Background: an optimization exercise with open tools, aiming at small area. Do not read the settings as production practice. The RTL was checked by simulation tests, not by an equivalence proof against the original design. Power figures rest on the tool's default switching activity, not on a simulated workload.

File: design/flow/run.sh
#!/bin/bash
# synth_recipe.tcl (not shown) runs the flow's synth.tcl, then flattens the netlist and writes it again
# the make line also repeats each setting of config.mk as NAME=value (left out here)
make -C /OpenROAD-flow-scripts/flow DESIGN_CONFIG=/design/flow/config.mk WORK_HOME=/design/flow/orfs CLKGATE_MAP_FILE= SYNTH_SCRIPT=/design/flow/synth_recipe.tcl finish
File: design/flow/config.mk
export PLATFORM = sky130hd
export DESIGN_NAME = mst_fifo_top
export DESIGN_NICKNAME = mst_fifo_top
export VERILOG_FILES = /design/flow/design.v
export SDC_FILE = /design/flow/constraint.sdc
export NUM_CORES = 4
export LEC_CHECK = 0
export CAP_MARGIN = 20
export CORE_MARGIN = 2
export CORE_UTILIZATION = 65
export CTS_BUF_LIST = sky130_fd_sc_hd__clkbuf_8
export PLACE_DENSITY = 0.75
export SLEW_MARGIN = 20
File: design/flow/constraint.sdc
create_clock -name core_clock -period 10.0 [get_ports {CLK}]
set_input_delay 2.0000 -clock core_clock [delete_from_list [all_inputs] [get_ports {CLK}]]
set_output_delay 2.0000 -clock core_clock [all_outputs]
set_load 0.01 [all_outputs]
File: design/flow/design.v
module sp_sram #(
  parameter AW = 5,
  parameter DW = 36
) (
  input  wire          clk,
  input  wire          we,
  input  wire [AW-1:0] a,
  input  wire [DW-1:0] d,
  output reg  [DW-1:0] q
);
  reg [DW-1:0] mem [0:(1<<AW)-1];
  always @(posedge clk)
  begin
    if (we)
    begin
      mem[a] <= d;
      q      <= d;
    end
    else
      q      <= mem[a];
  end
endmodule
module mst_fifo_ctl #(
  parameter AW = 5               
) (
  input  clk,
  input  rst_n,
  input  mltcn, 
  input  fiford,    
  input  [1:0] fifordid,  
  input  fifowr,
  input  [1:0] fifowrid,     
  output reg [3:0] fifoafull,  
  output wire [3:0] fifonempt,  
  input  [35:0] fifo_din,
  output wire [35:0] fifo_dout, 
  output  wire mem_we,           
  output  wire [AW-1:0] mem_a,     
  output  wire [35:0] mem_d,	 
  input   wire [35:0] mem_q	 
  );
localparam [AW:0] AFULL_CH  = (1 << (AW-2)) - 5;  
localparam [AW:0] AFULL_ALL = (1 << AW) - 5;      
wire mem_re;
reg [AW-1:0] wrcnt0;
reg [AW-3:0] wrcnt1;
reg [AW-3:0] wrcnt2;
reg [AW-3:0] wrcnt3;
reg [AW-3:0] wrcnt;
reg [AW-1:0] rdcnt0;
reg [AW-3:0] rdcnt1;
reg [AW-3:0] rdcnt2;
reg [AW-3:0] rdcnt3;
reg [AW-3:0] rdcnt;
wire [AW-1:0] mem_wa;
assign      mem_wa = mltcn ? {fifowrid,wrcnt} : wrcnt0;
wire [AW-1:0] mem_ra;
assign      mem_ra = mltcn ? {fifordid,rdcnt} : rdcnt0;
always @ (*)  
  begin 
  case (fifowrid)
    2'b00: wrcnt = wrcnt0[AW-3:0];
    2'b01: wrcnt = wrcnt1;
    2'b10: wrcnt = wrcnt2;
    2'b11: wrcnt = wrcnt3;
  endcase
  end  
always @ (*)  
  begin 
  case (fifordid)
    2'b00: rdcnt = rdcnt0[AW-3:0];
    2'b01: rdcnt = rdcnt1;
    2'b10: rdcnt = rdcnt2;
    2'b11: rdcnt = rdcnt3;
  endcase
  end 
assign mem_a = mem_we ? mem_wa : mem_ra;
assign mem_d = fifo_din;
assign fifo_dout = mem_q; 
always @(posedge clk or negedge rst_n)
  begin
  if(!rst_n)
    wrcnt0 <= {AW{1'b0}};   
  else if (mem_we & (fifowrid == 2'b00)) 
    wrcnt0 <= wrcnt0 + 1'b1;
  end
always @(posedge clk or negedge rst_n)
  begin
  if(!rst_n)
    wrcnt1 <= {(AW-2){1'b0}};   
  else if (mem_we & (fifowrid == 2'b01)) 
    wrcnt1 <= wrcnt1 + 1'b1;
  end
always @(posedge clk or negedge rst_n)
  begin
  if(!rst_n)
    wrcnt2 <= {(AW-2){1'b0}};   
  else if (mem_we & (fifowrid == 2'b10)) 
    wrcnt2 <= wrcnt2 + 1'b1;
  end
always @(posedge clk or negedge rst_n)
  begin
  if(!rst_n)
    wrcnt3 <= {(AW-2){1'b0}};   
  else if (mem_we & (fifowrid == 2'b11)) 
    wrcnt3 <= wrcnt3 + 1'b1;
  end
always @(posedge clk or negedge rst_n)
  begin
  if(!rst_n)
    rdcnt0 <= {AW{1'b0}};   
  else if (mem_re & (fifordid == 2'b00)) 
    rdcnt0 <= rdcnt0 + 1'b1;
  end
always @(posedge clk or negedge rst_n)
  begin
  if(!rst_n)
    rdcnt1 <= {(AW-2){1'b0}};   
  else if (mem_re & (fifordid == 2'b01)) 
    rdcnt1 <= rdcnt1 + 1'b1;
  end
always @(posedge clk or negedge rst_n)
  begin
  if(!rst_n)
    rdcnt2 <= {(AW-2){1'b0}};   
  else if (mem_re & (fifordid == 2'b10)) 
    rdcnt2 <= rdcnt2 + 1'b1;
  end
always @(posedge clk or negedge rst_n)
  begin
  if(!rst_n)
    rdcnt3 <= {(AW-2){1'b0}};   
  else if (mem_re & (fifordid == 2'b11)) 
    rdcnt3 <= rdcnt3 + 1'b1;
  end
wire [3:0] fifofull;
wire full;
assign full  =   fifofull[fifowrid];
wire notempty;
assign notempty    =   fifonempt[fifordid];
assign mem_we      =   fifowr & (!full);
assign mem_re      =   fiford & (notempty);
reg [AW:0] fifolen0;
reg [AW-2:0] fifolen1;
reg [AW-2:0] fifolen2;
reg [AW-2:0] fifolen3;
assign fifonempt[0] = |fifolen0;
assign fifonempt[1] = |fifolen1;
assign fifonempt[2] = |fifolen2;
assign fifonempt[3] = |fifolen3; 
assign fifofull[0] = mltcn ? fifolen0[AW-2] : fifolen0[AW];
assign fifofull[1] = mltcn ? fifolen1[AW-2] : 1'b0;
assign fifofull[2] = mltcn ? fifolen2[AW-2] : 1'b0; 
assign fifofull[3] = mltcn ? fifolen3[AW-2] : 1'b0; 
always @ (posedge clk or negedge rst_n)
  begin 
    if (!rst_n) 
      fifolen0 <= {(AW+1){1'b0}};
    else if (mem_we & (fifowrid == 2'b00))
      fifolen0 <= fifolen0 + 1'b1;
    else if (mem_re & (fifordid == 2'b00))
      fifolen0 <= fifolen0 - 1'b1;
  end 
always @ (posedge clk or negedge rst_n)
  begin 
    if (!rst_n) 
      fifolen1 <= {(AW-1){1'b0}};
    else if (mem_we & (fifowrid == 2'b01))
      fifolen1 <= fifolen1 + 1'b1;
    else if (mem_re & (fifordid == 2'b01))
      fifolen1 <= fifolen1 - 1'b1;
  end 
always @ (posedge clk or negedge rst_n)
  begin 
    if (!rst_n) 
      fifolen2 <= {(AW-1){1'b0}};
    else if (mem_we & (fifowrid == 2'b10))
      fifolen2 <= fifolen2 + 1'b1;
    else if (mem_re & (fifordid == 2'b10))
      fifolen2 <= fifolen2 - 1'b1;
  end 
always @ (posedge clk or negedge rst_n)
  begin 
    if (!rst_n) 
      fifolen3 <= {(AW-1){1'b0}};
    else if (mem_we & (fifowrid == 2'b11))
      fifolen3 <= fifolen3 + 1'b1;
    else if (mem_re & (fifordid == 2'b11))
      fifolen3 <= fifolen3 - 1'b1;
  end 
always @ (posedge clk or negedge rst_n)
  begin 
    if (!rst_n)
      fifoafull <= 4'h0;
    else if (mltcn) 
      begin
      fifoafull[0] <= (fifolen0 >= AFULL_CH);
      fifoafull[1] <= (fifolen1 >= AFULL_CH);
      fifoafull[2] <= (fifolen2 >= AFULL_CH);
      fifoafull[3] <= (fifolen3 >= AFULL_CH);
      end
    else  
      begin
      fifoafull[0] <= (fifolen0 >= AFULL_ALL);
      fifoafull[1] <= 1'b0;
      fifoafull[2] <= 1'b0; 
      fifoafull[3] <= 1'b0;
      end
  end 
endmodule
module mst_data_gen (
  input  wire        rst_n,
  input  wire        clk,
  input  wire        clr,      
  input  wire [1:0]  ch,       
  input  wire        req,      
  output wire [31:0] dat       
);
  reg [31:0] cnt [0:3];
  reg [3:0]  rst_v;            
  assign dat = cnt[ch] | {32{rst_v[ch]}};
  always @ (posedge clk)
    if (req)
      cnt[ch] <= dat + 1'b1;
  always @ (posedge clk or negedge rst_n)
    if (!rst_n)
      rst_v <= 4'hf;
    else if (clr)
      rst_v <= 4'hf;
    else if (req)
      rst_v[ch] <= 1'b0;
endmodule
module mst_data_chk (
  input  wire        rst_n,
  input  wire        clk,
  input  wire        clr,     
  input  wire        erdis,
  input  wire [1:0]  ch,      
  input  wire        vld,     
  input  wire [31:0] rdata,
  output wire [3:0]  seq_err
);
  reg [31:0] cmp [0:3];
  reg [3:0]  rst_v;           
  reg [3:0]  err;
  assign seq_err = err & {4{!erdis}};
  wire [31:0] exp = cmp[ch] & {32{!rst_v[ch]}};
  wire        upd = vld & !err[ch] & !erdis;
  wire        eq  = (rdata == exp);
  always @ (posedge clk)
    if (upd & eq)
      cmp[ch] <= exp + 1'b1;
  always @ (posedge clk or negedge rst_n)
    if (!rst_n)
    begin
      rst_v <= 4'hf;
      err   <= 4'h0;
    end
    else if (clr)
    begin
      rst_v <= 4'hf;
      err   <= 4'h0;
    end
    else if (upd)
    begin
      if (eq)
        rst_v[ch] <= 1'b0;
      else
        err[ch]   <= 1'b1;
    end
endmodule
module mst_pre_fet
    (
     input  wire        clk,
     input  wire        rst_n,
     input  wire        prefena,    
     input  wire        prefreq,    
     input  wire        prefmod,    
     input  wire [1:0]  prefchn,    
     output wire [3:0]  prefnempt,  
     output wire [35:0] prefdout,   
     output wire        ififord,    
     input  wire [3:0]  ifnempt,    
     input  wire [35:0] ififodat,   
     output wire        genreq,     
     input  wire [31:0] gendat      
     );
reg  [35:0] pdat [0:15];
reg  [15:0] pwf;
reg  [11:0] plen;         
reg  [7:0]  pwc;          
reg         prefwr;
wire [2:0] len  = plen[prefchn*3 +: 3];
wire [1:0] wc   = pwc[prefchn*2 +: 2];
wire       full = len[2];
assign prefnempt[0] = |plen[2:0];
assign prefnempt[1] = |plen[5:3];
assign prefnempt[2] = |plen[8:6];
assign prefnempt[3] = |plen[11:9];
wire write = prefwr & !full;
wire read  = prefreq & prefnempt[prefchn];
wire [3:0]  wa = {prefchn, wc};
wire [3:0]  ra = {prefchn, wc - len[1:0]};
wire [35:0] prefdin = prefmod ? {4'hf, gendat} : ififodat;
always @(posedge clk)
  if (write)
    pdat[wa] <= prefdin;
always @(posedge clk or negedge rst_n)
  if (!rst_n)
    pwf <= 16'h0;
  else if (write)
    pwf[wa] <= 1'b1;
assign prefdout = pdat[ra] & {36{pwf[ra]}};
genvar g;
generate
  for (g = 0; g < 4; g = g + 1)
  begin : g_len
    wire sel = (prefchn == g);
    always @(posedge clk or negedge rst_n)
      if (!rst_n)
      begin
        plen[g*3 +: 3] <= 3'd0;
        pwc[g*2 +: 2]  <= 2'd0;
      end
      else if (sel)
      begin
        if (write)
          pwc[g*2 +: 2] <= wc + 1'b1;
        if (write & !read)
          plen[g*3 +: 3] <= len + 1'b1;
        else if (read & !write)
          plen[g*3 +: 3] <= len - 1'b1;
      end
  end
endgenerate
wire datareq = prefena && !(len[2] | (len[1] & len[0])) && (ifnempt[prefchn] | prefmod);
assign ififord = datareq && (!prefmod);
assign genreq  = datareq && prefmod;
always @(posedge clk or negedge rst_n)
  if (!rst_n)
    prefwr <= 1'b0;
  else
    prefwr <= datareq;
endmodule
module mst_fifo_fsm (
  input  rst_n,
  input  clk,
  input  txe_n,
  input  rxf_n,
  input  [31:0] idata,
  input  [3:0]  ibe,
  input  mltcn,
  input  stren,
  input  r_oob,
  input  w_oob,  
  input  [3:0] mst_rd_n,
  input  [3:0] mst_wr_n,
  output  reg [31:0] odata,
  output  reg [3:0]  obe,
  output  reg dt_oe_n,
  output  reg be_oe_n,
  output  wire siwu_n,
  output  reg wr_n,    
  output  reg rd_n,
  output  reg oe_n,
  output  [3:0] tp_debug_sig,  
  output  chk_vld,
  output  [31:0] chk_data,
  input	  [3:0] chk_err,  
  input  [3:0] ififoafull,  
  input  [3:0] ififonempt, 
  output  ififowr,
  output  [ 1:0] ififowrid,
  output  [35:0] ififo_wdat,
  output wire prefena,
  output wire prefreq,
  output wire prefmod,
  output wire [1:0] prefchn,
  input [ 3:0]  prefnempt, 
  input [35:0]  prefdout
);
  localparam IDLE	= 4'b0001;
  localparam MTRD	= 4'b0010;
  localparam MDLE	= 4'b0100;
  localparam MTWR	= 4'b1000;
  reg [3:0] nxt_state, cur_stap1, cur_stap2, cur_stap3, cur_stap4;
  wire [3:0] cur_state;  
  assign tp_debug_sig[3:0] 	= 4'b1010; 
  assign siwu_n		= 1'b1;
  wire [3:0] imst_rd_n;
  wire [3:0] imst_wr_n;
  reg  [3:0] mst_rd_n_p1;
  reg  [3:0] mst_wr_n_p1;
  reg  [3:0] mst_rd_n_p2;
  reg  [3:0] mst_wr_n_p2;
  reg        mst_wr_n_p3;
  reg        mst_wr_n_p4;
  wire [3:0] ibuf_ful;
  wire [3:0] ibuf_nep;
  reg  [1:0] ichannel;
  wire [36:0] remain[3:0];
  reg  rxf_n_p1;
  reg  txe_n_p1; 
  reg  w_oob_p1;
  reg  w_oob_p2;
  reg  r_oob_p1;
  reg  r_oob_p2;
  reg  r_oob_p3;
  reg  w_1byte;
  reg  w_1flag; 
  assign imst_rd_n = mst_rd_n_p2;
  assign imst_wr_n = mst_wr_n_p2;
  assign ibuf_ful  = ififoafull; 
  assign ibuf_nep  = ififonempt | prefnempt | {remain[3][36],remain[2][36],remain[1][36],remain[0][36]};
  reg [3:0] irxf_n;
  reg [3:0] itxe_n;
  always @ (posedge clk or negedge rst_n)
  begin
    if (~rst_n)
    begin 
      irxf_n	<=	4'hf;
      itxe_n 	<=	4'hf;
    end 
    else if (((cur_stap2 == IDLE) || (cur_stap2 == MDLE)) && (!txe_n) && wr_n)
      begin
        irxf_n    <= mltcn ? idata[15:12] : {3'b111,rxf_n}; 
        itxe_n    <= mltcn ? idata[11:8]  : {3'b111,txe_n}; 
      end
  end
  always @ (posedge clk or negedge rst_n)
  begin
    if (~rst_n)
      w_1byte <= 1'b0;
    else if (r_oob_p2 & (!r_oob_p3))
      w_1byte <= 1'b1;
    else if (w_1byte && (cur_stap1 == IDLE) && (cur_stap2 == MTWR))
      w_1byte <= 1'b0;
    else if (!r_oob_p2)
      w_1byte <= 1'b0; 
  end 
  always @ (posedge clk or negedge rst_n)
  begin
    if (~rst_n)
      w_1flag <= 1'b0;
    else if (!r_oob_p2) 
      w_1flag <= 1'b0;
    else if (w_1byte & (cur_stap2 == MTWR))
      w_1flag <= 1'b1;
  end 
  reg [3:0] ifsm_cond;
  wire r_oobe;
  assign r_oobe = r_oob_p2 | ((!mltcn) & (!wr_n) & (obe != 4'hF)); 
  always @ (posedge clk or negedge rst_n)
  begin
    if (~rst_n)
      ifsm_cond <= 4'h0;
    else if (!mltcn)
    begin
      ifsm_cond[0] <= (cur_stap1 == IDLE) & (!imst_rd_n[0]) & (!rxf_n)& (!ibuf_ful[0]); 
      ifsm_cond[1] <= (cur_state == MTRD) & ( imst_rd_n[0]  | (rxf_n  & (!rxf_n_p1))  | ibuf_ful[0]) ; 
      ifsm_cond[2] <= (cur_state == MDLE) & (!imst_wr_n[0]) & (!txe_n)& (ibuf_nep[0]  | stren | w_1byte) & (!w_1flag);
      ifsm_cond[3] <= (cur_stap3 == MTWR) & ( imst_wr_n[0]  | (txe_n  & (!txe_n_p1))  | r_oobe |
		                            ((!ififonempt[0]) & (!stren) & (!prefnempt[0]))) ; 
    end 
    else 
    begin 
      ifsm_cond[0] <= (!imst_rd_n[ichannel]) & (!irxf_n[ichannel])  & (!ibuf_ful[ichannel]) & (cur_stap3 == IDLE); 
      ifsm_cond[1] <= ( imst_rd_n[ichannel]  | (rxf_n & (!rxf_n_p1))|   ibuf_ful[ichannel]) & (cur_state == MTRD); 
      ifsm_cond[2] <= (!imst_wr_n[ichannel]) & (!itxe_n[ichannel])  & (ibuf_nep[ichannel] | stren) & (cur_stap3 == MDLE);
      ifsm_cond[3] <= ( imst_wr_n[ichannel]  | (rxf_n & (!rxf_n_p1))| 
			((!ififonempt[ichannel]) & (!stren) & (!prefnempt[ichannel]))) & (cur_stap3 == MTWR); 
    end 
  end 
  always @ (posedge clk, negedge rst_n)
  begin
    if (~rst_n) begin
      cur_stap1 <= IDLE;
      cur_stap2 <= IDLE;
      cur_stap3 <= IDLE;
      cur_stap4 <= IDLE;
    end
    else begin
      cur_stap1 <= cur_state;
      cur_stap2 <= cur_stap1; 
      cur_stap3 <= cur_stap2; 
      cur_stap4 <= cur_stap3; 
    end
  end
  assign cur_state = nxt_state;
  always @ (posedge clk, negedge rst_n) 
  begin
    if (~rst_n)
      nxt_state <= IDLE;
    else if (chk_err != 4'b0000)
      nxt_state <= MDLE;
    else 
      case (cur_state)
        IDLE : nxt_state <= ifsm_cond[0] ? MTRD : (((cur_stap4 == IDLE) & (cur_stap3 == IDLE)  & 
                                                 (cur_stap2 == IDLE) & (cur_stap1 == IDLE)) ? MDLE : IDLE); 
        MTRD : nxt_state <= ifsm_cond[1] ? MDLE : MTRD;
        MDLE : nxt_state <= ifsm_cond[2] ? MTWR : (((cur_stap4 == MDLE) & (cur_stap3 == MDLE)  & 
                                                 (cur_stap2 == MDLE) & (cur_stap1 == MDLE)) ? IDLE : MDLE); 
        MTWR : nxt_state <= (ifsm_cond[3] | (r_oobe & (!wr_n))) ? IDLE : MTWR; 
      endcase
  end
  always @ (posedge clk or negedge rst_n)
  begin 
    if (~rst_n) 
      ichannel <= 2'b00;
    else if (!mltcn)
      ichannel <= 2'b00;
    else if ((cur_stap1 == IDLE) & (cur_stap2 != IDLE))
      ichannel <= ichannel + 1'b1; 
  end 
reg  [31:0] rdata;
reg  [3:0] rbe; 
reg  rvalid;
wire [31:0] wdata;
wire [3:0] wbe; 
  always @ (posedge clk or negedge rst_n)
  begin
    if (~rst_n)
    begin 
      odata	<= 32'hFFFF_FFFF;
      obe	<=  4'hF;
    end
    else if ((cur_state == MTWR) || (cur_stap1 == MTWR)) 
      if (!mltcn) 
      begin
        odata <= r_oobe ? 32'h0000_0036 : (remain[0][36] ? remain[0][31:0]  : wdata[31:0]);
        obe   <= r_oobe ? 4'h1          : (remain[0][36] ? remain[0][35:32] : wbe);
      end 
      else 
      begin 
        if ((cur_stap1 != MTWR) | (cur_stap2 != MTWR))
        begin 
          odata[31:16] <= 16'hffff; 
          odata[15:8]  <= odata[15:8];
          odata[7:0]   <= {6'b000000,ichannel} + 1'b1; 
          obe          <= 4'h1;
        end 
        else 
        begin
          odata <= remain[ichannel][36] ? remain[ichannel][31:0]  : wdata[31:0];
          obe   <= remain[ichannel][36] ? remain[ichannel][35:32] : wbe;
        end 
      end 
    else if ((cur_state == MTRD) & mltcn)
      begin 
        odata[31:16] <= 16'hffff; 
        odata[15:8]  <= odata[15:8];
        odata[7:0]   <= {6'b000000,ichannel} + 1'b1; 
        obe	     <= 4'h0;
      end  
    else if ((cur_stap2 == IDLE) | (cur_stap2 == MDLE)) 
    begin 
      odata	<= 32'hFFFF_FFFF;
      obe	<=  4'hF;
    end
  end
  always @ (posedge clk)
  begin
    rdata <= idata;
    rbe   <= ibe;
  end
  always @ (posedge clk or negedge rst_n)
  begin
    if (~rst_n)
      rvalid    <= 'b0;
    else if (cur_stap1 == MTRD)
    begin
      if (mltcn)
        rvalid	<= (rxf_n | wr_n) ? 1'b0 : 1'b1;
      else
        rvalid 	<= (rxf_n | rd_n) ? 1'b0 : (!w_oob_p2);
    end
    else
      rvalid    <= 'b0;
  end
  always @ (posedge clk or negedge rst_n)
  begin
    if (~rst_n)
    begin 
      dt_oe_n	<= 'b1;
      be_oe_n 	<= 'b1;
      wr_n	<= 'b1;     
      rd_n	<= 'b1; 
      oe_n	<= 'b1;
    end
    else
    begin  
      if ((cur_state == IDLE) || (cur_state == MDLE)) 
      begin 
        dt_oe_n	<= mltcn;  
        be_oe_n	<= 'b0;
        wr_n	<= 'b1;     
        rd_n	<= 'b1; 
        oe_n	<= 'b1;
      end
      else if (cur_state == MTRD)
        if (!mltcn) 
        begin
          dt_oe_n 	<= 'b1;
          be_oe_n 	<= 'b1;
          wr_n		<= 'b1;     
          rd_n		<= (rxf_n | oe_n) ? 1'b1 : 1'b0; 
          oe_n		<=  rxf_n         ? 1'b1 : 1'b0; 
        end
        else
        begin
          be_oe_n 	<= !(cur_stap1 == IDLE);  
          wr_n		<= (rxf_n & (!rxf_n_p1)) ? 1'b1 : ((cur_stap1 == IDLE)?  1'b0 : wr_n); 
          rd_n		<= 1'b1; 
          oe_n		<= 1'b1;  
        end
      else if (cur_state == MTWR) 
        if (!mltcn) 
        begin
      	  dt_oe_n	<= 1'b0; 
      	  be_oe_n 	<= 1'b0;
          if ((cur_stap3 == MTWR) && (cur_stap4 == MDLE)) 
            wr_n        <= 1'b0; 
          else if (((!prefnempt[0]) & (!stren)) | r_oobe | txe_n)
	    wr_n 	<= 1'b1;
      	  rd_n		<= 'b1; 
      	  oe_n		<= 'b1;
        end 
        else 
        begin 
          dt_oe_n	<= wr_n;  
          be_oe_n 	<= 1'b0;
          if (rxf_n & (!rxf_n_p1))
            wr_n	<= 1'b1;
          else if (cur_stap1 == MDLE)
            wr_n	<= 1'b0;
          else if ((!rxf_n) & (((!stren) & (!prefnempt[ichannel])) | ifsm_cond[3])) 
            wr_n	<= 1'b1;
          rd_n		<= 1'b1; 
          oe_n		<= 1'b1; 
        end 
    end 
  end
  wire readburst;
  reg  readburst_p1; 
  wire rd245;
  wire rd600; 
  wire rema600;
  assign rd245 = (!mltcn) && (!txe_n) && (prefnempt[0] | stren) && (!r_oobe) && (cur_stap3 == MTWR) 
                          && (!remain[0][36]) && (!mst_wr_n_p4) && prefena;  
  assign rd600 =   mltcn  && (!rxf_n) && (!wr_n) && (prefnempt[ichannel] | stren) && (cur_stap3 == MTWR); 
  assign rema600 = (!remain[ichannel][36]) & (cur_stap2 == MTWR) & (cur_stap3 != MTWR) & mltcn;
  assign readburst  = rd245 | rd600;
  reg  [3:0] remv;
  reg  [35:0] remd [3:0];
  wire rem_clr = ((cur_stap3 == MTWR) && (cur_stap4 == MDLE) && (!mltcn)) ||
                 ((cur_stap2 == MTWR) && (cur_stap3 == MDLE) && mltcn);
  wire rem_set = readburst_p1 & (mltcn ? (wr_n | rxf_n) : ((!wr_n) & txe_n));
  always @ (posedge clk or negedge rst_n)
  begin
    if (~rst_n)
      remv <= 4'h0;
    else if (rem_clr)
      remv[ichannel] <= 1'b0;
    else if (rem_set)
      remv[ichannel] <= 1'b1;
  end
  always @ (posedge clk)
    if (rem_set)
      remd[ichannel] <= {obe,odata};
  assign remain[0] = {remv[0], remd[0]};
  assign remain[1] = {remv[1], remd[1]};
  assign remain[2] = {remv[2], remd[2]};
  assign remain[3] = {remv[3], remd[3]};
  always @ (posedge clk or negedge rst_n)
  begin 
    if (~rst_n) 
    begin 
      readburst_p1<= 1'b0;
      rxf_n_p1	  <= 1'b1;
      txe_n_p1	  <= 1'b1;
      w_oob_p1    <= 1'b0;
      w_oob_p2    <= 1'b0;
      r_oob_p1    <= 1'b0;
      r_oob_p2    <= 1'b0;
      r_oob_p3    <= 1'b0;
      mst_rd_n_p1 <= 4'hF;
      mst_wr_n_p1 <= 4'hF;;
      mst_rd_n_p2 <= 4'hF;
      mst_wr_n_p2 <= 4'hF;;
      mst_wr_n_p3 <= 1'b1;;
      mst_wr_n_p4 <= 1'b1;;
    end 
    else
    begin 
      readburst_p1<= readburst;
      rxf_n_p1    <= rxf_n; 
      txe_n_p1    <= txe_n; 
      w_oob_p1    <= w_oob;		
      w_oob_p2    <= w_oob_p1;
      r_oob_p1    <= r_oob;		
      r_oob_p2    <= r_oob_p1;
      r_oob_p3    <= r_oob_p2;
      mst_rd_n_p1 <= mst_rd_n;
      mst_wr_n_p1 <= mst_wr_n;
      mst_rd_n_p2 <= mst_rd_n_p1;
      mst_wr_n_p2 <= mst_wr_n_p1;
      mst_wr_n_p3 <= mst_wr_n_p2[0];
      mst_wr_n_p4 <= mst_wr_n_p3;
    end 
  end
assign chk_vld = rvalid & stren;
assign chk_data= rdata;
assign prefena = (cur_state == MTWR);
assign prefreq = readburst | rema600;
assign prefmod = stren;
assign prefchn = ichannel;
assign wdata   = prefdout[31:0];
assign wbe     = prefdout[35:32];
assign ififowr  	= rvalid & (!stren);
assign ififowrid 	= ichannel;
assign ififo_wdat 	= {rbe,rdata}; 
endmodule 
module mst_fifo_top (
  input  wire RST_N,
  input  wire MLTCN,  
  input  wire STREN,  
  input  wire ERDIS,  
  input  wire R_OOB,
  input  wire W_OOB,  
  input  wire CLK,
  input  wire [31:0] DATA_I,    
  input  wire [3:0]  BE_I,      
  output wire [31:0] DATA_O,    
  output wire [3:0]  BE_O,      
  output wire DT_OE_N,          
  output wire BE_OE_N,          
  input  wire RXF_N,     
  input  wire TXE_N,
  output wire WR_N,     
  output wire RD_N,
  output wire OE_N,
  output wire [3:0] STRER
);
  localparam AW = 5;
  wire [3:0] tp_seq_err;
  wire [3:0] tp_debug_sig;
  wire tp_siwu_n;
  assign STRER = tp_seq_err;
  wire chk_vld;
  wire [31:0] chk_data;
  wire gen_req;
  wire [31:0] gen_dat;
  wire ififord;
  wire ififowr;
  wire [1:0] ififowrid;
  wire [3:0] ififoafull;
  wire [3:0] ififonempt;
  wire [35:0] ififo_wdat;
  wire [35:0] ififo_rdat;
  wire prefena;
  wire prefreq;
  wire prefmod;
  wire[ 1:0]  prefchn;
  wire[ 3:0]  prefnempt;
  wire[35:0]  prefdout; 
  mst_fifo_fsm i1_fsm (
    .rst_n	(RST_N),
    .clk		(CLK),
    .txe_n	(TXE_N),
    .rxf_n	(RXF_N),
    .idata	(DATA_I),
    .ibe		(BE_I),
    .mltcn	(MLTCN),
    .stren	(STREN),
    .r_oob	(R_OOB),
    .w_oob	(W_OOB),
    .mst_rd_n	(4'h0),
    .mst_wr_n	(4'h0), 
    .odata	(DATA_O),
    .obe		(BE_O),
    .dt_oe_n(DT_OE_N),
    .be_oe_n(BE_OE_N),
    .siwu_n	(tp_siwu_n),
    .wr_n	(WR_N),
    .rd_n	(RD_N),
    .oe_n	(OE_N),
    .tp_debug_sig(tp_debug_sig),
    .chk_vld	(chk_vld),
    .chk_data	(chk_data),
    .chk_err	(tp_seq_err),
    .ififoafull	(ififoafull),
    .ififonempt	(ififonempt),
    .ififowr	(ififowr),
    .ififowrid	(ififowrid),
    .ififo_wdat	(ififo_wdat),
    .prefena   (prefena),
    .prefreq   (prefreq),
    .prefmod   (prefmod),
    .prefchn   (prefchn),
    .prefnempt (prefnempt),
    .prefdout  (prefdout)
  );
   mst_pre_fet i2_pref (
    .clk      (CLK),
    .rst_n    (RST_N),
    .prefena  (prefena),    
    .prefreq  (prefreq),    
    .prefmod  (prefmod),
    .prefchn  (prefchn),       
    .prefnempt(prefnempt),     
    .prefdout (prefdout),     
    .ififord  (ififord),
    .ifnempt  (ififonempt),    
    .ififodat (ififo_rdat),  
    .genreq   (gen_req),
    .gendat   (gen_dat)
     );
  mst_data_chk i3_chk(
    .rst_n	(RST_N),
    .clk	(CLK),
    .clr	(W_OOB),
    .erdis 	(ERDIS),
    .ch	(prefchn),
    .vld	(chk_vld),
    .rdata	(chk_data),
    .seq_err	(tp_seq_err)
  );
  mst_data_gen i4_gen(
    .rst_n	(RST_N),
    .clk	(CLK),
    .clr	(R_OOB),
    .ch	(prefchn),
    .req	(gen_req),
    .dat	(gen_dat)
  );
  wire mem_w;
  wire [AW-1:0] mem_a;
  wire [35:0] mem_d;
  wire [35:0] mem_q;
  mst_fifo_ctl #(.AW(AW)) i5_ctl(
    .clk	(CLK),
    .rst_n	(RST_N),
    .mltcn	(MLTCN),
    .fiford	(ififord),
    .fifordid	(prefchn),
    .fifowr	(ififowr),
    .fifowrid	(ififowrid),
    .fifoafull	(ififoafull),
    .fifonempt	(ififonempt),
    .fifo_din	(ififo_wdat),
    .fifo_dout	(ififo_rdat), 
    .mem_we	(mem_w),
    .mem_a	(mem_a),
    .mem_d	(mem_d),
    .mem_q	(mem_q) 
    );
  sp_sram #(.AW(AW), .DW(36)) i6_ram (
    .clk	(CLK),
    .we		(mem_w),
    .a		(mem_a),
    .d		(mem_d),
    .q		(mem_q) 
  );
endmodule
==> flow_metrics.tcl, run 1 <==
set metrics [dict create \
    grt_max_degree 142 \
    nNetsFinal 5175 \
    grt_use_total_pct 31.7 \
    final_area_um2 104000 \
    path_clk_slew_ns 0.06 \
    start_util_pct 65.4 \
    fill_cells 8368 \
    drc 0 \
    mostFrequentLayoutCell "edfxtp_1" \
    fp.dieW_um 384 \
    hold_class "register to register" \
    slowest_stage "buf_4" \
    status "no timing/DRC/antenna violations" \
    finalClockSkew_ns 0.0702 \
    required_ns 10.70 \
    synthFlopType "edfxtp_1" \
    slew_viol_final 0 \
    synth-seq-area-share_pct 74.3 \
    cp_data_arrival_time_ns 6.18 \
    ys_types 89 \
    cellLeakagePower_nw 33.5 \
    post-place-cells 6612 \
    dieArea_um2 147000 \
    clock_path_buffers 4 \
    die_height_um 384 \
    setup_violations 0 \
    cts_tree "yes" \
    crit_type "register to register" \
    relSlewSlack_pct 18.2 \
    avgSynthCellArea_um2 19.9 \
    end_kind "register" \
    synth_seq_cells 2362 \
    clk-insertion-delay-late_ns 1.05 \
    rows 139 \
    grt_overflow 0 \
    grt_pass1_wl_mm 334 \
    htreeDepth 5 \
    hold_slack_ns 0.356 \
    io_buffers 89 \
    finalWeightedCongestion 0.883 \
    setup_tns_ns 0 \
    multi_input_area_um2 23200 \
    drt_iter0_markers 6513 \
    crit_path_max_incr_delay_ns 0.75 \
    utilization_pct 72.8 \
    drtPass1Iterations 6 \
    syn_inst 4721 \
    io_pins 90 \
    core_region_area_um2 143000 \
    period_needed_ns 5.48 \
    tightest_slew_ns 1.23 \
    seqCellArea_um2 69700 \
    grt_pass1_vias 49100 \
    cellPowerDensity_nw_per_um2 186 \
    synthArstFlopShare_pct 8.17 \
    stdcell_count 7268 \
    vias 49300 \
    finalHoldViolCount 0 \
    antenna_left 0 \
    routed_via_density 6.79 \
    hpwl_mm 138 \
    ir_worst_vdd_mv 0.158 \
    yosys_warnings 6 \
    routed_wl_mm 230 \
    maxCapViolCount 0 \
    worstSetupStartpointType "register" \
    path_cells "buf_4, inv_2, a21oi_1, o221a_2, mux2i_1, o21ai_1, nand3b_1, nor2_4, buf_4" \
    root_buffer "clkbuf_8" \
    hold_buffers 0 \
    final_layout_size_suffix_gt1_share_pct 26.1 \
    most-common-layout-cells "edfxtp_1, mux4_2, clkbuf_8" \
    synth_nets 4804 \
    min_period_over_period_pct 54.8 \
    cts_sinks 2362 \
    max_freq_mhz 182 \
    cpMostUsedCell "buf_4" \
    synth_edf_count 2128 \
    syn2layout_area_growth_pct 11.3 \
    dpl_cell_area_um2 97500 \
    antenna_found_initial 9 \
    cts_resized 0 \
    syn_area_um2 93700 \
    cts_buffers 375 \
    cp_max_fo 44 \
    post_drt_wl_per_cell_um 31.6 \
    rsz0062_at_grt "no" \
    post_cts_buffers 0 \
]
## synthesized netlist by cell type (22+ instances only)
master / number / area [um2]
mux2i_1: 91 / 911
buf_1: 37 / 139
o21ai_0: 143 / 716
nand2_1: 122 / 458
nor2b_1: 34 / 213
nand3_1: 48 / 240
a22oi_1: 55 / 413
buf_2: 42 / 210
o21a_1: 23 / 173
dfrtp_1: 125 / 3130
dfxtp_1: 41 / 821
mux2_2: 45 / 507
a31oi_1: 25 / 156
a222oi_1: 43 / 430
a221oi_1: 32 / 280
edfxtp_1: 2128 / 63900
dfstp_2: 68 / 1790
a211oi_1: 22 / 165
nor2_1: 224 / 841
xnor2_1: 75 / 657
xor2_1: 38 / 333
inv_1: 53 / 199
o22a_1: 24 / 210
and3_1: 34 / 213
a21oi_1: 85 / 425
ha_1: 33 / 413
clkbuf_1: 151 / 567
o221ai_1: 25 / 219
mux4_2: 559 / 12600
## logic make-up after synthesis
logic type	share of synthesized area, %
buf+inv	1.36
other cells	0.00400
fa+ha+maj	0.547
xor+xnor	1.14
compound gates	4.37
mux	15.0
flops	74.3
simple gates	3.30
## state kept, by name, summed over array words and instances (netlist names), 6 cells and up, named ones only
signal           flops
i1_fsm.odata        32
i1_fsm.rdata        32
i1_fsm.remd        144
i2_pref.pdat       576
i2_pref.plen        12
i2_pref.pwc          8
i2_pref.pwf         16
i3_chk.cmp         128
i4_gen.cnt         128
i5_ctl.fifolen0      6
i6_ram.mem        1152
## cell type report
type / instances / area share [%]
clock inverter: 244 / 1.03
multi-input combinational: 2057 / 22.2
antenna: 2 / 0.00480
sequential: 2362 / 66.8
inverter: 56 / 0.202
tap: 1903 / 2.28
timing repair buffer: 240 / 2.10
clock buffer: 404 / 5.33
## layer usage
layer,vias to the layer above,track usage [%],part of all wire (%)
met4,6,11.8,3.4
met2,2996,50.0,49
li1,20300,-,-
met1,25600,43.9,37
met5,-,0,0.020
met3,446,7.82,11
## report_power, final
group | switching [W] | total [W] | internal [W]
sequential | 0.000199 | 0.0111 | 0.0109
combinational | 0.000503 | 0.000876 | 0.000372
clock | 0.00360 | 0.00739 | 0.00379
## worst max-delay path, delay by kind of cell (launching register included)
kind / cells / cell delay [ns]
muxes: 1 / 0.12
and+or+nand+nor: 2 / 1.21
AOI/OAI and AO/OA: 3 / 1.49
DFF: 1 / 0.71
buffers and inverters: 3 / 1.57
## path summary, 6_finish.rpt
| path | from | to | slack (ns) | depth (start not counted) |
|---|---|---|---|---|
| max reg2reg | i1_fsm.ichannel[0]$_DFFE_PN0P_ | i6_ram.mem[12][20]$_DFFE_PP_ | 4.52 | 9 |
| min in group asynchronous | RST_N | i1_fsm.cur_stap3[1]$_DFF_PN0_ | 1.09 | 1 |
| min | i1_fsm.mst_rd_n_p1[2]$_DFF_PN1_ | i1_fsm.mst_rd_n_p2[2]$_DFF_PN1_ | 0.36 | 0 |
| min reg2reg | i1_fsm.mst_rd_n_p1[2]$_DFF_PN1_ | i1_fsm.mst_rd_n_p2[2]$_DFF_PN1_ | 0.36 | 0 |
| max | i1_fsm.ichannel[0]$_DFFE_PN0P_ | i6_ram.mem[12][20]$_DFFE_PP_ | 4.52 | 9 |
| max in group asynchronous | RST_N | i5_ctl.fifoafull[0]$_DFF_PN0_ | 7.36 | 2 |
## stage by stage
| step | power [W] | setup WS (ns) |
|---|---|---|
| 2_1_floorplan | 0.0117 | 4.41 |
| 3_3_place_gp | 0.0122 | 3.74 |
| 3_5_place_dp | 0.0122 | 3.68 |
| 4_1_cts | 0.0195 | 4.44 |
| 5_1_grt | 0.0200 | 4.19 |
| 6_report | 0.0194 | 4.52 |
==> run 2: changes to the inputs <==
--- a/design/flow/design.v
+++ b/design/flow/design.v
@@ -6,5 +6,6 @@
   input  wire          we,
-  input  wire [AW-1:0] a,
+  input  wire [AW-1:0] wa,
   input  wire [DW-1:0] d,
-  output reg  [DW-1:0] q
+  input  wire [AW-1:0] ra,
+  output wire [DW-1:0] q
 );
@@ -12,11 +13,14 @@
   always @(posedge clk)
-  begin
     if (we)
-    begin
-      mem[a] <= d;
-      q      <= d;
-    end
-    else
-      q      <= mem[a];
+      mem[wa] <= d;
+  wire [(1<<AW)-1:0] rsel = {{((1<<AW)-1){1'b0}}, 1'b1} << ra;
+  reg  [DW-1:0] qq;
+  integer i;
+  always @(*)
+  begin
+    qq = {DW{1'b0}};
+    for (i = 0; i < (1<<AW); i = i + 1)
+      qq = qq | (mem[i] & {DW{rsel[i]}});
   end
+  assign q = qq;
 endmodule
@@ -27,7 +31,7 @@
   input  rst_n,
-  input  mltcn, 
-  input  fiford,    
-  input  [1:0] fifordid,  
+  input  mltcn,
+  input  fiford,
+  input  [1:0] fifordid,         
   input  fifowr,
-  input  [1:0] fifowrid,     
+  input  [1:0] fifowrid,
   output reg [3:0] fifoafull,  
@@ -35,3 +39,3 @@
   input  [35:0] fifo_din,
-  output wire [35:0] fifo_dout, 
+  output wire [35:0] fifo_dout,
   output  wire mem_we,           
@@ -43,154 +47,69 @@
 localparam [AW:0] AFULL_ALL = (1 << AW) - 5;      
-wire mem_re;
-reg [AW-1:0] wrcnt0;
-reg [AW-3:0] wrcnt1;
-reg [AW-3:0] wrcnt2;
-reg [AW-3:0] wrcnt3;
-reg [AW-3:0] wrcnt;
-reg [AW-1:0] rdcnt0;
-reg [AW-3:0] rdcnt1;
-reg [AW-3:0] rdcnt2;
-reg [AW-3:0] rdcnt3;
-reg [AW-3:0] rdcnt;
-wire [AW-1:0] mem_wa;
-assign      mem_wa = mltcn ? {fifowrid,wrcnt} : wrcnt0;
-wire [AW-1:0] mem_ra;
-assign      mem_ra = mltcn ? {fifordid,rdcnt} : rdcnt0;
-always @ (*)  
-  begin 
-  case (fifowrid)
-    2'b00: wrcnt = wrcnt0[AW-3:0];
-    2'b01: wrcnt = wrcnt1;
-    2'b10: wrcnt = wrcnt2;
-    2'b11: wrcnt = wrcnt3;
-  endcase
-  end  
-always @ (*)  
-  begin 
-  case (fifordid)
-    2'b00: rdcnt = rdcnt0[AW-3:0];
-    2'b01: rdcnt = rdcnt1;
-    2'b10: rdcnt = rdcnt2;
-    2'b11: rdcnt = rdcnt3;
+wire [1:0] ch = fifowrid;
+reg [AW-1:0] wrcnt0, rdcnt0;
+reg [AW:0]   fifolen0;
+reg [AW-3:0] wrcnt1, wrcnt2, wrcnt3;
+reg [AW-3:0] rdcnt1, rdcnt2, rdcnt3;
+reg [AW-2:0] fifolen1, fifolen2, fifolen3;
+reg [AW-1:0] wrcnt, rdcnt;
+reg [AW:0]   fifolen;
+always @(*)
+  case (ch)
+    2'b00: begin wrcnt = wrcnt0; rdcnt = rdcnt0; fifolen = fifolen0; end
+    2'b01: begin wrcnt = {2'b00, wrcnt1}; rdcnt = {2'b00, rdcnt1}; fifolen = {2'b00, fifolen1}; end
+    2'b10: begin wrcnt = {2'b00, wrcnt2}; rdcnt = {2'b00, rdcnt2}; fifolen = {2'b00, fifolen2}; end
+    default: begin wrcnt = {2'b00, wrcnt3}; rdcnt = {2'b00, rdcnt3}; fifolen = {2'b00, fifolen3}; end
   endcase
-  end 
-assign mem_a = mem_we ? mem_wa : mem_ra;
+assign fifonempt[0] = |fifolen0;
+assign fifonempt[1] = |fifolen1;
+assign fifonempt[2] = |fifolen2;
+assign fifonempt[3] = |fifolen3;
+wire full     = mltcn ? fifolen[AW-2] : fifolen[AW];
+wire notempty = |fifolen;
+assign mem_we = fifowr & (!full);
+wire   mem_re = fiford & notempty;
+wire [AW-1:0] wrinc = wrcnt + 1'b1;
+wire [AW-1:0] rdinc = rdcnt + 1'b1;
+wire [AW:0]   lennx = mem_we ? fifolen + 1'b1 : fifolen - 1'b1;
+wire          lenup = mem_we | mem_re;
+assign mem_a = mltcn ? {ch, mem_we ? wrcnt[AW-3:0] : rdcnt[AW-3:0]}
+                     : (mem_we ? wrcnt0 : rdcnt0);
 assign mem_d = fifo_din;
-assign fifo_dout = mem_q; 
-always @(posedge clk or negedge rst_n)
-  begin
-  if(!rst_n)
-    wrcnt0 <= {AW{1'b0}};   
-  else if (mem_we & (fifowrid == 2'b00)) 
-    wrcnt0 <= wrcnt0 + 1'b1;
-  end
-always @(posedge clk or negedge rst_n)
-  begin
-  if(!rst_n)
-    wrcnt1 <= {(AW-2){1'b0}};   
-  else if (mem_we & (fifowrid == 2'b01)) 
-    wrcnt1 <= wrcnt1 + 1'b1;
-  end
-always @(posedge clk or negedge rst_n)
-  begin
-  if(!rst_n)
-    wrcnt2 <= {(AW-2){1'b0}};   
-  else if (mem_we & (fifowrid == 2'b10)) 
-    wrcnt2 <= wrcnt2 + 1'b1;
-  end
-always @(posedge clk or negedge rst_n)
-  begin
-  if(!rst_n)
-    wrcnt3 <= {(AW-2){1'b0}};   
-  else if (mem_we & (fifowrid == 2'b11)) 
-    wrcnt3 <= wrcnt3 + 1'b1;
-  end
-always @(posedge clk or negedge rst_n)
-  begin
-  if(!rst_n)
-    rdcnt0 <= {AW{1'b0}};   
-  else if (mem_re & (fifordid == 2'b00)) 
-    rdcnt0 <= rdcnt0 + 1'b1;
-  end
-always @(posedge clk or negedge rst_n)
-  begin
-  if(!rst_n)
-    rdcnt1 <= {(AW-2){1'b0}};   
-  else if (mem_re & (fifordid == 2'b01)) 
-    rdcnt1 <= rdcnt1 + 1'b1;
-  end
+assign fifo_dout = mem_q;
 always @(posedge clk or negedge rst_n)
+  if (!rst_n)
   begin
-  if(!rst_n)
-    rdcnt2 <= {(AW-2){1'b0}};   
-  else if (mem_re & (fifordid == 2'b10)) 
-    rdcnt2 <= rdcnt2 + 1'b1;
+    wrcnt0 <= {AW{1'b0}};   rdcnt0 <= {AW{1'b0}};   fifolen0 <= {(AW+1){1'b0}};
+    wrcnt1 <= {(AW-2){1'b0}}; rdcnt1 <= {(AW-2){1'b0}}; fifolen1 <= {(AW-1){1'b0}};
+    wrcnt2 <= {(AW-2){1'b0}}; rdcnt2 <= {(AW-2){1'b0}}; fifolen2 <= {(AW-1){1'b0}};
+    wrcnt3 <= {(AW-2){1'b0}}; rdcnt3 <= {(AW-2){1'b0}}; fifolen3 <= {(AW-1){1'b0}};
   end
-always @(posedge clk or negedge rst_n)
-  begin
-  if(!rst_n)
-    rdcnt3 <= {(AW-2){1'b0}};   
-  else if (mem_re & (fifordid == 2'b11)) 
-    rdcnt3 <= rdcnt3 + 1'b1;
-  end
-wire [3:0] fifofull;
-wire full;
-assign full  =   fifofull[fifowrid];
-wire notempty;
-assign notempty    =   fifonempt[fifordid];
-assign mem_we      =   fifowr & (!full);
-assign mem_re      =   fiford & (notempty);
-reg [AW:0] fifolen0;
-reg [AW-2:0] fifolen1;
-reg [AW-2:0] fifolen2;
-reg [AW-2:0] fifolen3;
-assign fifonempt[0] = |fifolen0;
-assign fifonempt[1] = |fifolen1;
-assign fifonempt[2] = |fifolen2;
-assign fifonempt[3] = |fifolen3; 
-assign fifofull[0] = mltcn ? fifolen0[AW-2] : fifolen0[AW];
-assign fifofull[1] = mltcn ? fifolen1[AW-2] : 1'b0;
-assign fifofull[2] = mltcn ? fifolen2[AW-2] : 1'b0; 
-assign fifofull[3] = mltcn ? fifolen3[AW-2] : 1'b0; 
-always @ (posedge clk or negedge rst_n)
-  begin 
-    if (!rst_n) 
-      fifolen0 <= {(AW+1){1'b0}};
-    else if (mem_we & (fifowrid == 2'b00))
-      fifolen0 <= fifolen0 + 1'b1;
-    else if (mem_re & (fifordid == 2'b00))
-      fifolen0 <= fifolen0 - 1'b1;
-  end 
-always @ (posedge clk or negedge rst_n)
-  begin 
-    if (!rst_n) 
-      fifolen1 <= {(AW-1){1'b0}};
-    else if (mem_we & (fifowrid == 2'b01))
-      fifolen1 <= fifolen1 + 1'b1;
-    else if (mem_re & (fifordid == 2'b01))
-      fifolen1 <= fifolen1 - 1'b1;
-  end 
-always @ (posedge clk or negedge rst_n)
-  begin 
-    if (!rst_n) 
-      fifolen2 <= {(AW-1){1'b0}};
-    else if (mem_we & (fifowrid == 2'b10))
-      fifolen2 <= fifolen2 + 1'b1;
-    else if (mem_re & (fifordid == 2'b10))
-      fifolen2 <= fifolen2 - 1'b1;
-  end 
-always @ (posedge clk or negedge rst_n)
-  begin 
-    if (!rst_n) 
-      fifolen3 <= {(AW-1){1'b0}};
-    else if (mem_we & (fifowrid == 2'b11))
-      fifolen3 <= fifolen3 + 1'b1;
-    else if (mem_re & (fifordid == 2'b11))
-      fifolen3 <= fifolen3 - 1'b1;
-  end 
+  else
+    case (ch)
+      2'b00: begin
+        if (mem_we) wrcnt0 <= wrinc;
+        if (mem_re) rdcnt0 <= rdinc;
+        if (lenup)  fifolen0 <= lennx;
+      end
+      2'b01: begin
+        if (mem_we) wrcnt1 <= wrinc[AW-3:0];
+        if (mem_re) rdcnt1 <= rdinc[AW-3:0];
+        if (lenup)  fifolen1 <= lennx[AW-2:0];
+      end
+      2'b10: begin
+        if (mem_we) wrcnt2 <= wrinc[AW-3:0];
+        if (mem_re) rdcnt2 <= rdinc[AW-3:0];
+        if (lenup)  fifolen2 <= lennx[AW-2:0];
+      end
+      default: begin
+        if (mem_we) wrcnt3 <= wrinc[AW-3:0];
+        if (mem_re) rdcnt3 <= rdinc[AW-3:0];
+        if (lenup)  fifolen3 <= lennx[AW-2:0];
+      end
+    endcase
 always @ (posedge clk or negedge rst_n)
-  begin 
+  begin
     if (!rst_n)
       fifoafull <= 4'h0;
-    else if (mltcn) 
+    else if (mltcn)
       begin
@@ -201,3 +120,3 @@
       end
-    else  
+    else
       begin
@@ -205,6 +124,6 @@
       fifoafull[1] <= 1'b0;
-      fifoafull[2] <= 1'b0; 
+      fifoafull[2] <= 1'b0;
       fifoafull[3] <= 1'b0;
       end
-  end 
+  end
 endmodule
@@ -216,10 +135,7 @@
   input  wire        req,      
+  input  wire [31:0] q,        
   output wire [31:0] dat       
 );
-  reg [31:0] cnt [0:3];
   reg [3:0]  rst_v;            
-  assign dat = cnt[ch] | {32{rst_v[ch]}};
-  always @ (posedge clk)
-    if (req)
-      cnt[ch] <= dat + 1'b1;
+  assign dat = q | {32{rst_v[ch]}};
   always @ (posedge clk or negedge rst_n)
@@ -240,5 +156,7 @@
   input  wire [31:0] rdata,
+  input  wire [31:0] q,       
+  output wire [31:0] exp,     
+  output wire        adv,     
   output wire [3:0]  seq_err
 );
-  reg [31:0] cmp [0:3];
   reg [3:0]  rst_v;           
@@ -246,8 +164,6 @@
   assign seq_err = err & {4{!erdis}};
-  wire [31:0] exp = cmp[ch] & {32{!rst_v[ch]}};
+  assign exp = q & {32{!rst_v[ch]}};
   wire        upd = vld & !err[ch] & !erdis;
   wire        eq  = (rdata == exp);
-  always @ (posedge clk)
-    if (upd & eq)
-      cmp[ch] <= exp + 1'b1;
+  assign adv = upd & eq;
   always @ (posedge clk or negedge rst_n)
@@ -312,3 +228,12 @@
     pwf[wa] <= 1'b1;
-assign prefdout = pdat[ra] & {36{pwf[ra]}};
+wire [15:0] rsel = (16'h1 << ra) & pwf;
+reg  [35:0] pout;
+integer i;
+always @(*)
+begin
+  pout = 36'h0;
+  for (i = 0; i < 16; i = i + 1)
+    pout = pout | (pdat[i] & {36{rsel[i]}});
+end
+assign prefdout = pout;
 genvar g;
@@ -381,8 +306,8 @@
 );
-  localparam IDLE	= 4'b0001;
-  localparam MTRD	= 4'b0010;
-  localparam MDLE	= 4'b0100;
-  localparam MTWR	= 4'b1000;
-  reg [3:0] nxt_state, cur_stap1, cur_stap2, cur_stap3, cur_stap4;
-  wire [3:0] cur_state;  
+  localparam IDLE	= 2'b00;
+  localparam MDLE	= 2'b01;
+  localparam MTRD	= 2'b10;
+  localparam MTWR	= 2'b11;
+  reg [1:0] nxt_state, cur_stap1, cur_stap2, cur_stap3, cur_stap4;
+  wire [1:0] cur_state;  
   assign tp_debug_sig[3:0] 	= 4'b1010; 
@@ -519,10 +444,5 @@
 wire [3:0] wbe; 
-  always @ (posedge clk or negedge rst_n)
+  always @ (posedge clk)
   begin
-    if (~rst_n)
-    begin 
-      odata	<= 32'hFFFF_FFFF;
-      obe	<=  4'hF;
-    end
-    else if ((cur_state == MTWR) || (cur_stap1 == MTWR)) 
+    if ((cur_state == MTWR) || (cur_stap1 == MTWR)) 
       if (!mltcn) 
@@ -817,2 +737,6 @@
      );
+  wire [31:0] mem_q32;
+  wire [31:0] chk_exp;
+  wire        chk_adv;
+  wire [AW-1:0] seq_a = {{(AW-3){1'b0}}, chk_vld, prefchn};
   mst_data_chk i3_chk(
@@ -825,2 +749,5 @@
     .rdata	(chk_data),
+    .q	(mem_q32),
+    .exp	(chk_exp),
+    .adv	(chk_adv),
     .seq_err	(tp_seq_err)
@@ -833,4 +760,7 @@
     .req	(gen_req),
+    .q	(mem_q32),
     .dat	(gen_dat)
   );
+  wire [31:0] seq_nxt = (chk_vld ? chk_exp : gen_dat) + 1'b1;
+  wire        seq_we  = chk_adv | gen_req;
   wire mem_w;
@@ -839,2 +769,5 @@
   wire [35:0] mem_q;
+  reg  [AW-1:0] mem_ar;    
+  always @(posedge CLK)
+    mem_ar <= mem_a;
   mst_fifo_ctl #(.AW(AW)) i5_ctl(
@@ -850,3 +783,3 @@
     .fifo_din	(ififo_wdat),
-    .fifo_dout	(ififo_rdat), 
+    .fifo_dout	(ififo_rdat),
     .mem_we	(mem_w),
@@ -854,3 +787,3 @@
     .mem_d	(mem_d),
-    .mem_q	(mem_q) 
+    .mem_q	(mem_q)
     );
@@ -858,7 +791,9 @@
     .clk	(CLK),
-    .we		(mem_w),
-    .a		(mem_a),
-    .d		(mem_d),
-    .q		(mem_q) 
+    .we		(mem_w | seq_we),
+    .wa		(STREN ? seq_a : mem_a),
+    .d		({mem_d[35:32], STREN ? seq_nxt : mem_d[31:0]}),
+    .ra		(STREN ? seq_a : mem_ar),
+    .q		(mem_q)
   );
+  assign mem_q32 = mem_q[31:0];
 endmodule
--- a/design/flow/config.mk
+++ b/design/flow/config.mk
@@ -11,2 +11,4 @@
 export CTS_BUF_LIST = sky130_fd_sc_hd__clkbuf_8
+export CTS_CLUSTER_DIAMETER = 45
+export CTS_CLUSTER_SIZE = 16
 export PLACE_DENSITY = 0.75
==> run 2 against run 1 <==
Against the previous run:
- wire length increased by 15%
- hold slack gained 0.0018 ns
- power grew 16%
- worst setup slack got worse by 2.4 ns
- critical path type is now input pin to register
- clock-buffer cell count down 221
- clock skew decreased by 0.011 ns
- still clean on timing, DRC and antenna
==> flow_metrics.tcl, run 2 <==
set metrics [dict create \
    vias 53100 \
    cellLeakagePower_nw 29.5 \
    tightest_slew_ns 1.22 \
    required_ns 10.60 \
    antenna_left 0 \
    grt_use_total_pct 40.4 \
    relSlewSlack_pct 18.5 \
    max_freq_mhz 127 \
    grt_pass1_vias 50100 \
    fill_cells 8013 \
    utilization_pct 71.1 \
    cp_max_fo 43 \
    grt_pass1_wl_mm 370 \
    period_needed_ns 7.84 \
    setup_tns_ns 0 \
    core_region_area_um2 127000 \
    most-common-layout-cells "edfxtp_1, nand2_1, a22oi_1" \
    largest_register_ffs 1152 \
    setup_violations 0 \
    hold_class "register to register" \
    grt_overflow 0 \
    cts_tree "yes" \
    whs_path_depth 0 \
    slew_viol_final 0 \
    min_period_over_period_pct 78.4 \
    clock_path_buffers 3 \
    syn_area_um2 83100 \
    cts_resized 0 \
    synth_nets 5291 \
    finalWeightedCongestion 1.00 \
    fp.dieW_um 362 \
    drc 0 \
    regMostFlops "i6_ram.mem" \
    post_drt_wl_per_cell_um 37.0 \
    cts_buffers 180 \
    htreeDepth 4 \
    io_pins 90 \
    synth_seq_cells 2096 \
    hold_buffers 0 \
    yosys.area.top_type "edfxtp_1" \
    synth-seq-area-share_pct 74.4 \
    syn2layout_area_growth_pct 8.77 \
    ys_top_cells_by_count "edfxtp_1, nand2_1, a22oi_1" \
    nNetsFinal 5406 \
    hpwl_mm 157 \
    end_kind "register" \
    reg2reg_depth 14 \
    start_util_pct 65.4 \
    clk-insertion-delay-late_ns 1.00 \
    worstSetupStartpointType "input pin" \
    cellPowerDensity_nw_per_um2 250 \
    routed_via_density 7.41 \
    finalHoldViolCount 0 \
    ir_worst_vdd_mv 0.183 \
    mostFrequentLayoutCell "edfxtp_1" \
    io_buffers 89 \
    dieArea_um2 131000 \
    synthFlopType "edfxtp_1" \
    die_height_um 362 \
    path_clk_slew_ns 0.09 \
    ys_types 110 \
    cts_sinks 2096 \
    syn_inst 5227 \
    drt_iter0_markers 9909 \
    synthTopCellsByArea "edfxtp_1, dfrtp_1, mux2i_1, a22oi_1, a22o_1" \
    avgSynthCellArea_um2 15.9 \
    rows 131 \
    yosys_warnings 7 \
    antenna_found_initial 5 \
    root_buffer "clkbuf_8" \
    routed_wl_mm 265 \
    synth_top_area_share_pct 68.9 \
    post_cts_buffers 0 \
    cp_data_arrival_time_ns 8.44 \
    final_layout_size_suffix_gt1_share_pct 13.7 \
    finalClockSkew_ns 0.0597 \
    top_regs "i6_ram.mem: 1152 flops, i2_pref.pdat: 576 flops, i1_fsm.remd: 144 flops" \
    synth_edf_count 1908 \
    synthArstFlopShare_pct 7.01 \
    yosysMostFrequentCell "edfxtp_1" \
    status "no timing/DRC/antenna violations" \
    crit_type "input pin to register" \
    grt_max_degree 90 \
    maxCapViolCount 0 \
    drtPass1Iterations 12 \
    rsz0062_at_grt "no" \
]
-- run 2: path summary, 6_finish.rpt --
check                                                 to  slack (ns)                 startpoint
setup / recovery              i6_ram.mem[5][3]$_DFFE_PP_        2.16                      STREN
hold / removal                 i1_fsm.w_oob_p2$_DFF_PN0_        0.36  i1_fsm.w_oob_p1$_DFF_PN0_
setup reg to reg              i6_ram.mem[5][3]$_DFFE_PP_        2.80          mem_ar[3]$_DFF_P_
hold reg to reg                i1_fsm.w_oob_p2$_DFF_PN0_        0.36  i1_fsm.w_oob_p1$_DFF_PN0_
max in group asynchronous   i5_ctl.rdcnt1[1]$_DFFE_PN0P_        7.82                      RST_N
min in group asynchronous  i1_fsm.cur_stap1[0]$_DFF_PN0_        0.98                      RST_N
-- run 2: report_power, final --
part / total, W / switching [W] / internal (W)
Clock: 0.00533 / 0.00300 / 0.00232
Combinational: 0.00595 / 0.00427 / 0.00168
Sequential: 0.0113 / 0.000349 / 0.0109
Total: 0.0226 / 0.00762 / 0.0149
-- run 2: layer usage --
layer / share of wire (%) / global-route usage [%]
met3: 14 / 9.99
met2: 45 / 60.3
met4: 7.3 / 24.5
met5: 0.0049 / 0
met1: 34 / 54.2
-- run 2: layout make-up --
class,count,area (um2),share of cell area (%)
sequential,2096,61800,68.4
tap,1662,2080,2.30
timing repair buffer,262,2250,2.49
multi-input combinational,2756,20100,22.2
clock inverter,147,1440,1.59
antenna,6,15.0,0.0166
clock buffer,183,2520,2.79
inverter,46,173,0.191
-- run 2: cell families (layout without fill, tap and decap cells) --
family / count (synthesis) / after routing / share of synthesized area [%]
other: 1 / 7 / 0.00451
multiplexers: 325 / 325 / 4.27
buffers and inverters: 375 / 638 / 2.17
adder cells (fa/ha/maj): 19 / 19 / 0.304
AO/OA/AOI/OAI: 1365 / 1365 / 12.2
AND/OR/NAND/NOR: 986 / 986 / 5.96
XOR/XNOR: 60 / 60 / 0.667
flip-flops: 2096 / 2096 / 74.4
-- run 2: stage by stage --
step	hold WS (ns)	power [W]	setup WS [ns]	cell area, um2	cells
5_1_grt	0.359	0.0231	2.24	90400	7153
2_1_floorplan	0.331	0.0147	2.37	83100	5227
3_5_place_dp	0.336	0.0172	1.53	86400	6822
6_report	0.358	0.0226	2.16	90400	7158
4_1_cts	0.361	0.0224	2.57	90400	7152
3_3_place_gp	0.331	0.0171	1.71	86400	6822
-- run 2: critical path: stages --
cell	delay, ns
buf_4	0.32
nor4b_2	1.06
or2_4	0.70
buf_4	0.50
a22oi_1	0.17
a31o_2	0.27
nand4_1	0.52
nand2_1	0.12
o22ai_1	0.17
a22oi_1	0.16
nor4_1	0.54
nand4_1	0.76
a21oi_4	0.34
buf_4	0.61
==> run 3: changes to the inputs <==
--- a/design/flow/design.v
+++ b/design/flow/design.v
@@ -8,3 +8,3 @@
   input  wire [DW-1:0] d,
-  input  wire [AW-1:0] ra,
+  input  wire [AW-1:0] ra_nx,    
   output wire [DW-1:0] q
@@ -15,3 +15,5 @@
       mem[wa] <= d;
-  wire [(1<<AW)-1:0] rsel = {{((1<<AW)-1){1'b0}}, 1'b1} << ra;
+  reg  [(1<<AW)-1:0] rsel;
+  always @(posedge clk)
+    rsel <= {{((1<<AW)-1){1'b0}}, 1'b1} << ra_nx;
   reg  [DW-1:0] qq;
@@ -292,2 +294,3 @@
   output  chk_vld,
+  output  [2:0] seq_a_nx,    
   output  [31:0] chk_data,
@@ -430,11 +433,12 @@
   end
+  wire [1:0] ichannel_nx = (!mltcn) ? 2'b00 :
+                           ((cur_stap1 == IDLE) & (cur_stap2 != IDLE)) ? ichannel + 1'b1 :
+                           ichannel;
   always @ (posedge clk or negedge rst_n)
-  begin 
-    if (~rst_n) 
-      ichannel <= 2'b00;
-    else if (!mltcn)
+  begin
+    if (~rst_n)
       ichannel <= 2'b00;
-    else if ((cur_stap1 == IDLE) & (cur_stap2 != IDLE))
-      ichannel <= ichannel + 1'b1; 
-  end 
+    else
+      ichannel <= ichannel_nx;
+  end
 reg  [31:0] rdata;
@@ -485,2 +489,4 @@
   end
+  wire rvalid_nx = (cur_stap1 == MTRD) &
+                   (mltcn ? !(rxf_n | wr_n) : (!(rxf_n | rd_n) & !w_oob_p2));
   always @ (posedge clk or negedge rst_n)
@@ -489,11 +495,4 @@
       rvalid    <= 'b0;
-    else if (cur_stap1 == MTRD)
-    begin
-      if (mltcn)
-        rvalid	<= (rxf_n | wr_n) ? 1'b0 : 1'b1;
-      else
-        rvalid 	<= (rxf_n | rd_n) ? 1'b0 : (!w_oob_p2);
-    end
     else
-      rvalid    <= 'b0;
+      rvalid    <= rvalid_nx;
   end
@@ -631,2 +630,3 @@
 assign chk_vld = rvalid & stren;
+assign seq_a_nx = {rvalid_nx, ichannel_nx};
 assign chk_data= rdata;
@@ -708,2 +708,3 @@
     .chk_vld	(chk_vld),
+    .seq_a_nx	(seq_a_nx),
     .chk_data	(chk_data),
@@ -741,2 +742,3 @@
   wire [AW-1:0] seq_a = {{(AW-3){1'b0}}, chk_vld, prefchn};
+  wire [2:0]    seq_a_nx;
   mst_data_chk i3_chk(
@@ -769,5 +771,2 @@
   wire [35:0] mem_q;
-  reg  [AW-1:0] mem_ar;    
-  always @(posedge CLK)
-    mem_ar <= mem_a;
   mst_fifo_ctl #(.AW(AW)) i5_ctl(
@@ -794,3 +793,3 @@
     .d		({mem_d[35:32], STREN ? seq_nxt : mem_d[31:0]}),
-    .ra		(STREN ? seq_a : mem_ar),
+    .ra_nx	(STREN ? {{(AW-3){1'b0}}, seq_a_nx} : mem_a),
     .q		(mem_q)
==> run 3 against run 2 <==
Against the previous run:
- combinational power shrank 1%
- global-route usage shrank 3.5 points
- wire length shrank 12%
- power grew 0.61%
- register-to-register slack gained 1.2 ns
- die area shrank 3.4%
- synthesized cell count shrank 9.0%
- cell count shrank 7.2%
==> flow_metrics.tcl, run 3 <==
set metrics [dict create \
    status "no timing/DRC/antenna violations" \
    clock_path_buffers 3 \
    ys_types 93 \
    slew_viol_final 0 \
    cp_data_arrival_time_ns 6.59 \
    p_sw_w 0.00756 \
    crit_path_max_incr_delay_ns 0.81 \
    slowest_stage "a211oi_4" \
    hpwl_mm 129 \
    stdcell_count 6640 \
    rsz0062_at_grt "no" \
    cpMostUsedCell "buf_4" \
    relSlewSlack_pct 26.5 \
    worstSetupStartpointType "register" \
    top_regs "i6_ram.mem: 1152 flops, i2_pref.pdat: 576 flops, i1_fsm.remd: 144 flops" \
    path_buf_inv 2 \
    most-common-layout-cells "edfxtp_1, a22oi_1, clkbuf_8" \
    end_kind "register" \
    rrSetupSlack_ns 3.99 \
    yosys.area.top_type "edfxtp_1" \
    synth_seq_cells 2123 \
    crit_type "register to register" \
    avgSynthCellArea_um2 16.9 \
    drc 0 \
    required_ns 10.58 \
    synth_nets 4824 \
    synth_top_area_share_pct 71.4 \
    switching_share_pct 33.3 \
    drtPass1Iterations 6 \
    post-place-cells 6331 \
    finalHoldViolCount 0 \
    synthFlopType "edfxtp_1" \
    grt_pass1_vias 46700 \
    largest_register_ffs 1152 \
    period_needed_ns 6.01 \
    htreeDepth 4 \
    core_region_area_um2 122000 \
    root_buffer "clkbuf_8" \
    hold_buffers 0 \
    yosys_warnings 6 \
    syn_area_um2 80300 \
    path_clk_slew_ns 0.09 \
    timing.final.ws_setup_ns 3.99 \
    cts_tree "yes" \
    place_ws_ns 2.82 \
    setup_tns_ns 0 \
    finalClockSkew_ns 0.0456 \
    die_height_um 355 \
    grt_use_total_pct 36.8 \
    routed_via_density 7.39 \
    drt_iter0_markers 8592 \
    antenna_found_initial 7 \
    finalWeightedCongestion 0.897 \
    synthTopCellsByArea "edfxtp_1, a22oi_1, dfrtp_1, dfxtp_1, a22o_1" \
    post_cts_buffers 0 \
    synth-seq-area-share_pct 77.7 \
    grt_pass1_wl_mm 330 \
    grt_max_degree 80 \
    yosysMostFrequentCell "edfxtp_1" \
    internal_power_w 0.0151 \
    final_layout_size_suffix_gt1_share_pct 13.6 \
    antenna_left 0 \
    dpl_cell_area_um2 83400 \
    min_period_over_period_pct 60.1 \
    max_freq_mhz 166 \
    regMostFlops "i6_ram.mem" \
    cts_buffers 178 \
    synthArstFlopShare_pct 6.92 \
    grt_overflow 0 \
    cts_resized 0 \
    io_pins 90 \
]
## run 3: cell types whose count changed in the layout (fill, tap and decap cells not counted), moves of 26 or more
cell,change
a221o_1,-34
mux2i_1,-204
o22a_1,-26
o211ai_1,-28
nand4_1,+114
nand2_1,-160
a221oi_1,+30
o22ai_1,-68
o21ai_0,-30
nand3_1,-44
a22oi_1,+306
dfxtp_2,+31
## run 3: area by class of cell
type,count,area [um2]
repair buffers,238,2010
well taps,1625,2030
fillers,7442,35100
flip-flops and latches,2123,62400
multi-input cells,2302,16800
clock buffers,188,2590
diodes,2,5.00
clock inverters,119,1150
inverters,43,161
## run 3: worst paths after layout
path                                            startpoint                               to  cells after the start
min in group asynchronous                            RST_N    i1_fsm.cur_stap2[0]$_DFF_PN0_                      1
max in group asynchronous                            RST_N     i1_fsm.ichannel[0]$_DFF_PN0_                      2
min                        i1_fsm.mst_rd_n_p1[2]$_DFF_PN1_  i1_fsm.mst_rd_n_p2[2]$_DFF_PN1_                      0
max reg2reg                      i6_ram.rsel[3]$_SDFF_PP0_      i6_ram.mem[7][32]$_DFFE_PP_                     11
min reg2reg                i1_fsm.mst_rd_n_p1[2]$_DFF_PN1_  i1_fsm.mst_rd_n_p2[2]$_DFF_PN1_                      0
max                              i6_ram.rsel[3]$_SDFF_PP0_      i6_ram.mem[7][32]$_DFFE_PP_                     11
## run 3: routing by layer
| layer | wire length [um] | vias to the layer above | global-route usage (%) |
|---|---|---|---|
| met2 | 108000 | 4098 | 57.9 |
| met1 | 79300 | 24400 | 49.6 |
| li1 | - | 19800 | - |
| met5 | 29 | - | 0 |
| met3 | 32100 | 753 | 8.71 |
| met4 | 12200 | 4 | 16.9 |
## run 3: cells by family after synthesis
kind of cell / Yosys count / share of synthesized area (%)
AOI/OAI and AO/OA: 1369 / 12.7
xor gates and xnor gates: 55 / 0.600
adders and majority gates: 20 / 0.330
buffers and inverters: 334 / 2.02
DFF: 2123 / 77.7
muxes: 92 / 1.41
other: 1 / 0.00467
and+or+nand+nor: 765 / 5.24
## run 3: power by group through the flow
stage	Combinational (W)	Sequential (W)	Clock [W]
final	0.00589	0.0117	0.00513
after CTS	0.00569	0.0117	0.00515
after global routing	0.00621	0.0117	0.00547
after floorplan	0.00330	0.0117	0
after detailed placement	0.00567	0.0119	0
after global placement	0.00552	0.0118	0
## run 3: through the flow
stage | hold slack, ns | util (%)
after global routing | 0.365 | 71.3
after detailed placement | 0.343 | 68.2
after CTS | 0.365 | 71.3
after floorplan | 0.331 | -
after global placement | 0.333 | 68.2
final | 0.364 | 71.3

Re-timed with assumed drivers on the ports (clkbuf_16 on the clock, buf_2 on other inputs), run 3 has 3.991 ns of setup slack against 3.991 ns with ideal ports, and 3.103 ns once port delays also move by the mid clock arrival of 1.017 ns.
